Source: an optimization exercise on an open RTL-to-GDS flow (aim: small area). Production flows keep margins and buffers that such runs may drop. The RTL was checked by simulation tests, not by an equivalence proof against the original design.

==> build 90: inputs <==
Design full_CAE, start of the top module:
module full_CAE(
input [31:0] i1,
input [31:0] i2,
input [31:0] i3,
input [31:0] i4,
input [31:0] i5,
input [31:0] i6,
input [31:0] i7,
input [31:0] i8,
input dir,
input clk,
input reset,
input enable,
output [31:0] o1,
output [31:0] o2,
output [31:0] o3,
output [31:0] o4,
output [31:0] o5,
output [31:0] o6,
output [31:0] o7,
output [31:0] o8
);
wire e = enable & ~reset;
reg [6:1] dq;
always @(posedge clk)
    if (e)
        dq <= {dq[5:1], dir};
wire [31:0] a0, a1, a2, a3, a4, a5, a6, a7;    
wire [31:0] b0, b1, b2, b3, b4, b5, b6, b7;    
wire [31:0] c0, c1, c2, c3, c4, c5, c6, c7;    
wire [31:0] f0, f1, f2, f3, f4, f5, f6, f7;    
wire [31:0] g0, g1, g2, g3, g4, g5, g6, g7;    
wire [31:0] k0, k1, k2, k3, k4, k5, k6, k7;    
wire [31:0] m0, m1, m2, m3, m4, m5, m6, m7;    
pass_reg p10(clk, e, i1, a0);
pass_reg p11(clk, e, i2, a1);
pass_reg p12(clk, e, i3, a2);
pass_reg p13(clk, e, i4, a3);
pass_reg p14(clk, e, i5, a4);
pass_reg p15(clk, e, i6, a5);
pass_reg p16(clk, e, i7, a6);
pass_reg p17(clk, e, i8, a7);
cae_reg x20(clk, e, dq[1], a0, a2, b0, b2);
cae_reg x21(clk, e, dq[1], a1, a3, b1, b3);
cae_reg x22(clk, e, dq[1], a4, a6, b4, b6);
cae_reg x23(clk, e, dq[1], a5, a7, b5, b7);
cae_reg x30(clk, e, dq[2], b0, b4, c0, c4);
cae_reg x31(clk, e, dq[2], b1, b5, c1, c5);
cae_reg x32(clk, e, dq[2], b2, b6, c2, c6);
cae_reg x33(clk, e, dq[2], b3, b7, c3, c7);
cae_reg x40(clk, e, dq[3], c0, c1, f0, f1);
cae_reg x41(clk, e, dq[3], c2, c3, f2, f3);
cae_reg x42(clk, e, dq[3], c4, c5, f4, f5);
cae_reg x43(clk, e, dq[3], c6, c7, f6, f7);
  ...
==> module cae_reg, before the edit <==
module cae_reg(
    input             clk,
    input             e,
    input             d,
    input      [31:0] x,
    input      [31:0] y,
    output reg [31:0] lo,
    output reg [31:0] hi
    );
    function lt32;
        input [31:0] a, b;
        integer i;
        reg c;
        begin
            c = 1'b0;
            for (i = 0; i < 32; i = i + 1)
                c = (~a[i] & b[i]) | (~a[i] & c) | (b[i] & c);
            lt32 = c;
        end
    endfunction
    wire sw = lt32(x, y) ^ d;
    wire ls = e & sw;
    wire lk = e & ~sw;
    wire h  = ~e;
    always @(posedge clk) begin
        lo <= ({32{ls}} & y) | ({32{lk}} & x) | ({32{h}} & lo);
        hi <= ({32{ls}} & x) | ({32{lk}} & y) | ({32{h}} & hi);
    end
endmodule
clock: 4.5 ns
lec_check: 0
cap_margin: 20
core_margin: 2
core_utilization: 45
slew_margin: 20
run.sh (not shown) runs the stock make flow with config.mk's settings and CLKGATE_MAP_FILE= SYNTH_SCRIPT=/design/flow/synth_recipe.tcl, a recipe that flattens the netlist after the stock synthesis.
==> inputs of trial 32, as changes to build 90 <==
--- a/flow/design.v
+++ b/flow/design.v
@@ -9,14 +9,3 @@
     );
-    function lt32;
-        input [31:0] a, b;
-        integer i;
-        reg c;
-        begin
-            c = 1'b0;
-            for (i = 0; i < 32; i = i + 1)
-                c = (~a[i] & b[i]) | (~a[i] & c) | (b[i] & c);
-            lt32 = c;
-        end
-    endfunction
-    wire sw = lt32(x, y) ^ d;
+    wire sw = (x < y) ^ d;
     wire ls = e & sw;
==> flow/flow/run.sh (new file) <==
#!/bin/bash
# Own layout flow: the standard ORFS flow with these changes:
#  - synthesis is the standard flow's synthesis script, except that ABC maps the logic for
#    area (flow/amap.script) and Yosys does not extract half/full adders;
#    registers are inferred and mapped exactly as in the standard synthesis;
#  - ports get the smallest buffer, and CTS inserts no dummy loads.
# Every tool's output is kept: make.log here, ORFS's per-step logs in orfs/logs.
set -euo pipefail
W=$(pwd)
F=$W/flow

cat > $W/my_synth.tcl <<EOT
proc abc {args} {
  set i [lsearch -exact \$args -script]
  if { \$i >= 0 } {
    set args [lreplace \$args [expr {\$i + 1}] [expr {\$i + 1}] $F/amap.script]
  }
  puts "own flow: abc \$args"
  yosys abc {*}\$args
}
proc extract_fa {args} {
  puts "own flow: no extract_fa"
}
source $W/synth_recipe.tcl
EOT

make -C "$FLOW_HOME" DESIGN_CONFIG=$W/config.mk WORK_HOME=$W/orfs CLKGATE_MAP_FILE= \
  SYNTH_SCRIPT=$W/my_synth.tcl \
  BUFFER_PORTS_ARGS="-buffer_cell sky130_fd_sc_hd__buf_1" \
  CTS_ARGS="-sink_clustering_enable -repair_clock_nets -dont_use_dummy_load" \
  finish > $W/make.log 2>&1

R=$W/orfs/results/$FLOW_PLATFORM/full_CAE/base
: # left out here: write the final layout as DEF
==> flow/flow/amap.script (new file) <==
strash
dch
amap
topo
stime -c
==> flow/standard.sh (new file) <==
#!/bin/bash
# synth_recipe.tcl (not shown) runs the flow's synth.tcl, then flattens the netlist and writes it again
# the make line also repeats each setting of config.mk as NAME=value (left out here)
make -C /OpenROAD-flow-scripts/flow DESIGN_CONFIG=/design/flow/config.mk WORK_HOME=/design/flow/orfs CLKGATE_MAP_FILE= SYNTH_SCRIPT=/design/flow/synth_recipe.tcl "${@:-finish}"
removed: flow/run.sh
==> run notes <==
	build 90	trial 32
Status	failed layout checks	finished clean
Reasons for failing layout checks	setup timing	-
Insertion delay of the later-clocked pin in the worst-skew pair	0.91 ns	0.82 ns
Cell repeated most along the worst path	buf_12	nand2_1
Depth of the most critical reg-to-reg path	9	13
Count of cell types in the netlist	53	44
First-pass GRT wire length	425000 um	347000 um
GRT Total Usage	32.5%	29.2%
Final nets	8752	7812
Weighted congestion reported at the end of routability-driven placement	1.10	0.945
CP peak stage delay	0.99 ns	0.68 ns
Largest net degree at the start of global routing	223	182
Syn Nets	8284	6978
Post-Syn Instances	8024	6718
Global routing met2 resource utilization	50.5%	42.2%
Sequential cell area fraction in the yosys report	52.5%	59.9%
Capture point of the worst path	x43.hi[20]$_DFF_P_	x21.hi[12]$_DFF_P_
Multi-input gate area in the final layout	33700 um2	24900 um2
Die boundary height	425 um	398 um

==> re-timing with driven ports <==
The flow's constraints put no driver on any port. The routed layouts listed below were extracted and timed again, unchanged, in two steps.
Step 1 (the two cells are an assumption about what drives the block):
set clk [get_ports {clk}]
set_driving_cell -lib_cell sky130_fd_sc_hd__clkbuf_16 $clk
set_driving_cell -lib_cell sky130_fd_sc_hd__buf_2 [delete_from_list [all_inputs] $clk]
Step 2 also shifts input and output timing later by t, the mid clock arrival at the registers, as if the neighbouring blocks saw the same clock.
Three values: ideal ports, drivers, drivers and shift; two values: the first two.
| run | shift t [ns] | setup WS [ns] | hold WS [ns] | clock arrival spread, ns | worst slew at a driven data input, ns |
|---|---|---|---|---|---|
| build 90 | 0.964 | -0.054 / -0.054 / -0.054 | 0.408 / 0.408 / 0.408 | 0.055 / 0.056 | 0.07 |
| trial 32 | 0.879 | 0.246 / 0.246 / 0.246 | 0.255 / 0.193 / 0.400 | 0.064 / 0.064 | 0.06 |
